This design comes from an exercise in tuning for small area and a short achievable clock period on the open sky130 flow, not from production work. Only simulation tests tie the RTL to the original design; equivalence was not proved. The clock port is modelled as an ideal driver, which makes a skipped or thinned clock tree look cheaper than it is; a real chip needs a root buffer or a tree. Power is estimated from default activity; no workload was simulated.

Setup of v6:
Design mips_exu, start of the top module:
module mips_exu (
    input  logic        clk,
    input  logic [31:0] a,
    input  logic [31:0] b,
    input  logic [4:0]  sa,
    input  logic [3:0]  af,
    input  logic        i,
    input  logic [1:0]  sf,
    input  logic [3:0]  bf,
    output logic [31:0] alures,
    output logic        ovfalu,
    output logic [31:0] sures,
    output logic        bcres
);
For scale: roughly 810 cells after synthesis, about 150 I/O pins.
==> flow/config.mk <==
export PLATFORM = sky130hd
export DESIGN_NAME = mips_exu
export DESIGN_NICKNAME = mips_exu
export VERILOG_FILES = /design/flow/design.v
export SDC_FILE = /design/flow/constraint.sdc
export NUM_CORES = 4
export LEC_CHECK = 0
export CAP_MARGIN = 20
export CORE_MARGIN = 2
export CORE_UTILIZATION = 35
export SLEW_MARGIN = 20
export SYNTH_HIERARCHICAL = 1
==> flow/constraint.sdc <==
create_clock -name core_clock -period 14.0 [get_ports {clk}]
set_input_delay 2.8000 -clock core_clock [delete_from_list [all_inputs] [get_ports {clk}]]
set_output_delay 2.8000 -clock core_clock [all_outputs]
set_load 0.01 [all_outputs]
run.sh (not shown) runs the stock make flow with config.mk's settings and CLKGATE_MAP_FILE= SYNTH_SCRIPT=/design/flow/synth_recipe.tcl, a recipe that flattens the netlist after the stock synthesis.
v6 completed; timing, DRC and antenna clean
Input-level comparison between v7 and v6:
==> flow/flow/run.sh (new file) <==
#!/bin/bash
# The standard layout, except that the port buffers are plain buffers
# (sky130_fd_sc_hd__buf_1) instead of the delay cells buffer_ports picks
# by default. Every port still gets its own buffer.
set -euo pipefail
cd "$(dirname "$0")/.."
export BUFFER_PORTS_ARGS="-buffer_cell sky130_fd_sc_hd__buf_1"
bash standard.sh BUFFER_PORTS_ARGS="$BUFFER_PORTS_ARGS" finish > standard_flow.log 2>&1
==> flow/standard.sh (new file) <==
#!/bin/bash
# synth_recipe.tcl (not shown) runs the flow's synth.tcl, then flattens the netlist and writes it again
# the make line also repeats each setting of config.mk as NAME=value (left out here)
make -C /OpenROAD-flow-scripts/flow DESIGN_CONFIG=/design/flow/config.mk WORK_HOME=/design/flow/orfs CLKGATE_MAP_FILE= SYNTH_SCRIPT=/design/flow/synth_recipe.tcl "${@:-finish}"
removed: flow/run.sh
Notes after the runs:
v7: fraction of area in clock buffers and inverters is 0.82 points higher than what v6 reported.
Row number of inserted filler cells in the final layout: v7 higher / v6 lower
Area enclosed by the die boundary came out exactly the same in v7 and v6.
Of v7 and v6, it is v7 that has the higher fmax.
Detailed-route wire length (lower): v7
v7 leaves more setup margin than v6.


## job 101
mips_exu, a different RTL version from the one above (not shown whole).
Size in the first run: about 760 cells after synthesis, ~150 flip-flops, roughly 150 I/O pins, ~7300 um2 of cells after synthesis.
==> flow/config.mk <==
export PLATFORM = sky130hd
export DESIGN_NAME = mips_exu
export DESIGN_NICKNAME = mips_exu
export VERILOG_FILES = /design/flow/design.v
export SDC_FILE = /design/flow/constraint.sdc
export NUM_CORES = 4
export LEC_CHECK = 0
export CAP_MARGIN = 20
export CELL_PAD_IN_SITES_DETAIL_PLACEMENT = 1
export CORE_MARGIN = 2
export CORE_UTILIZATION = 35
export SLEW_MARGIN = 20
export SYNTH_HIERARCHICAL = 1
==> flow/constraint.sdc <==
create_clock -name core_clock -period 14.0 [get_ports {clk}]
set_input_delay 2.8000 -clock core_clock [delete_from_list [all_inputs] [get_ports {clk}]]
set_output_delay 2.8000 -clock core_clock [all_outputs]
set_load 0.01 [all_outputs]
standard.sh (not shown) runs the stock make flow with config.mk's settings and CLKGATE_MAP_FILE= SYNTH_SCRIPT=/design/flow/synth_recipe.tcl, a recipe that flattens the netlist after the stock synthesis.
==> flow/flow/run.sh <==
#!/bin/bash
# The standard layout (standard.sh), except:
# - the port buffers are plain buffers (sky130_fd_sc_hd__buf_1) instead of the
#   delay cells buffer_ports picks by default; every port still gets its own
#   buffer;
# - the clock tree is built by flow/clock_tree.tcl instead of ORFS's CTS: two
#   balanced levels of clkbuf_8 (4 roots on the clock port, 12 leaves), every
#   flip-flop behind the same two stages.
# Each tool's output goes to a log file here: standard_place.log,
# clock_tree.log, standard_finish.log (and ORFS's own logs under orfs/logs/).
set -euo pipefail
cd "$(dirname "$0")/.."
BUF="-buffer_cell sky130_fd_sc_hd__buf_1"
export BUFFER_PORTS_ARGS="$BUF"
bash standard.sh BUFFER_PORTS_ARGS="$BUF" place > standard_place.log 2>&1
RES=orfs/results/$FLOW_PLATFORM/mips_exu/base
LOGD=orfs/logs/$FLOW_PLATFORM/mips_exu/base
RESULTS=$PWD/$RES NLEAF=12 LEAFBUF=sky130_fd_sc_hd__clkbuf_8 NROOT=4 ROOTBUF=sky130_fd_sc_hd__clkbuf_8 \
  LIB=$FLOW_HOME/platforms/$FLOW_PLATFORM/lib/sky130_fd_sc_hd__tt_025C_1v80.lib \
  PLATFORM_DIR=$FLOW_HOME/platforms/$FLOW_PLATFORM \
  openroad -exit flow/clock_tree.tcl > clock_tree.log 2>&1
cp clock_tree.log $LOGD/4_1_cts.log
cp $RES/4_1_cts.odb $RES/4_cts.odb
bash standard.sh BUFFER_PORTS_ARGS="$BUF" finish > standard_finish.log 2>&1
Other scripts of this flow, unchanged in this note and not shown: flow/flow/clock_tree.tcl
### job 101 -> job 102
# job 101
export LEC_CHECK = 0
export CAP_MARGIN = 20
export CELL_PAD_IN_SITES_DETAIL_PLACEMENT = 1
export CORE_MARGIN = 2
export CORE_UTILIZATION = 35
export SLEW_MARGIN = 20
export SYNTH_HIERARCHICAL = 1
create_clock -name core_clock -period 14.0 [get_ports {clk}]
# job 102
export LEC_CHECK = 0
export CAP_MARGIN = 20
export CELL_PAD_IN_SITES_DETAIL_PLACEMENT = 1
export CORE_MARGIN = 2
export CORE_UTILIZATION = 28
export SLEW_MARGIN = 20
export SYNTH_HIERARCHICAL = 1
create_clock -name core_clock -period 14.0 [get_ports {clk}]
Results
A launch point of the worst path of sures[25]$_DFF_P_ is what job 101 shows, while alures[29]$_DFF_P_ belongs to job 102. The via count on job 102 is in line with that on job 101. In the flow results for job 101 and job 102, the met3 routing resource usage after global routing is larger on job 102. Re area of the die: job 102 is about 24% up on job 101. Job 102 ended with more number of placement rows than job 101. On multi-input logic portion of the cell area, the lower figure sits with job 102, not job 101. Power dissipated by switching net loads: job 102 worse than job 101. After detailed routing, job 101 needs less wire than job 102. | minimum setup slack in the final design | job 102 vs job 101 | 0.013 ns lower |.
What job 103 does differently from job 102 at the input level:
# job 102
export LEC_CHECK = 0
export CAP_MARGIN = 20
export CELL_PAD_IN_SITES_DETAIL_PLACEMENT = 1
export CORE_MARGIN = 2
export CORE_UTILIZATION = 28
export SLEW_MARGIN = 20
export SYNTH_HIERARCHICAL = 1
create_clock -name core_clock -period 14.0 [get_ports {clk}]
# job 103
export LEC_CHECK = 0
export CAP_MARGIN = 20
export CELL_PAD_IN_SITES_DETAIL_PLACEMENT = 1
export CORE_MARGIN = 2
export CORE_UTILIZATION = 45
export SLEW_MARGIN = 20
export SYNTH_HIERARCHICAL = 1
create_clock -name core_clock -period 14.0 [get_ports {clk}]
==> run summary <==
Diff job 102..job 103 | xor/xnor share of the synthesized area | unchanged. Job 103 against job 102: sequential cell fraction of total power went down, number of rows created at floorplan went down, power dissipated in sequential cells did not really move, area growth from synthesis to layout went down. Summary of job 103 over job 102: count of unresolved DRC violations after routing ~0 delta, non-clock buffer count -1, final estimated routing congestion in global placement +0.68%. Total power draw (job 103 over job 102): increase, about 0.4%.
No run of this note takes its clock network from TritonCTS; it comes from the design's own scripts or RTL.

separate check: timing with driven ports:
In the flow no input, the clock included, has a driving cell. The finished layouts below were timed again as built, in two steps. Step 1 assumes that a clkbuf_16 drives the clock port and a buf_2 every other input. Step 2 moves the port delays by t, midway between the first and last clock arrival at a register: inputs arrive t later, outputs are due t later. That takes back most of the time a late clock gives input paths. Slacks: no drivers / after step 1 / after step 2; pairs: no drivers / after step 1.
run | shift t [ns] | slack for setup (ns) | worst setup path after step 2 | clock arrival spread, ns
v6 | 0.468 | 9.871 / 9.822 / 10.290 | register to output | 0.010 / 0.010
v7 | 0.465 | 10.262 / 10.214 / 10.478 | register to register | 0.011 / 0.010
job 101 | 0.366 | 10.417 / 10.330 / 10.525 | register to register | 0.029 / 0.029
job 102 | 0.379 | 10.404 / 10.322 / 10.545 | register to register | 0.026 / 0.026
job 103 | 0.378 | 10.384 / 10.293 / 10.412 | register to register | 0.028 / 0.028
After both steps every run listed still meets setup and hold.
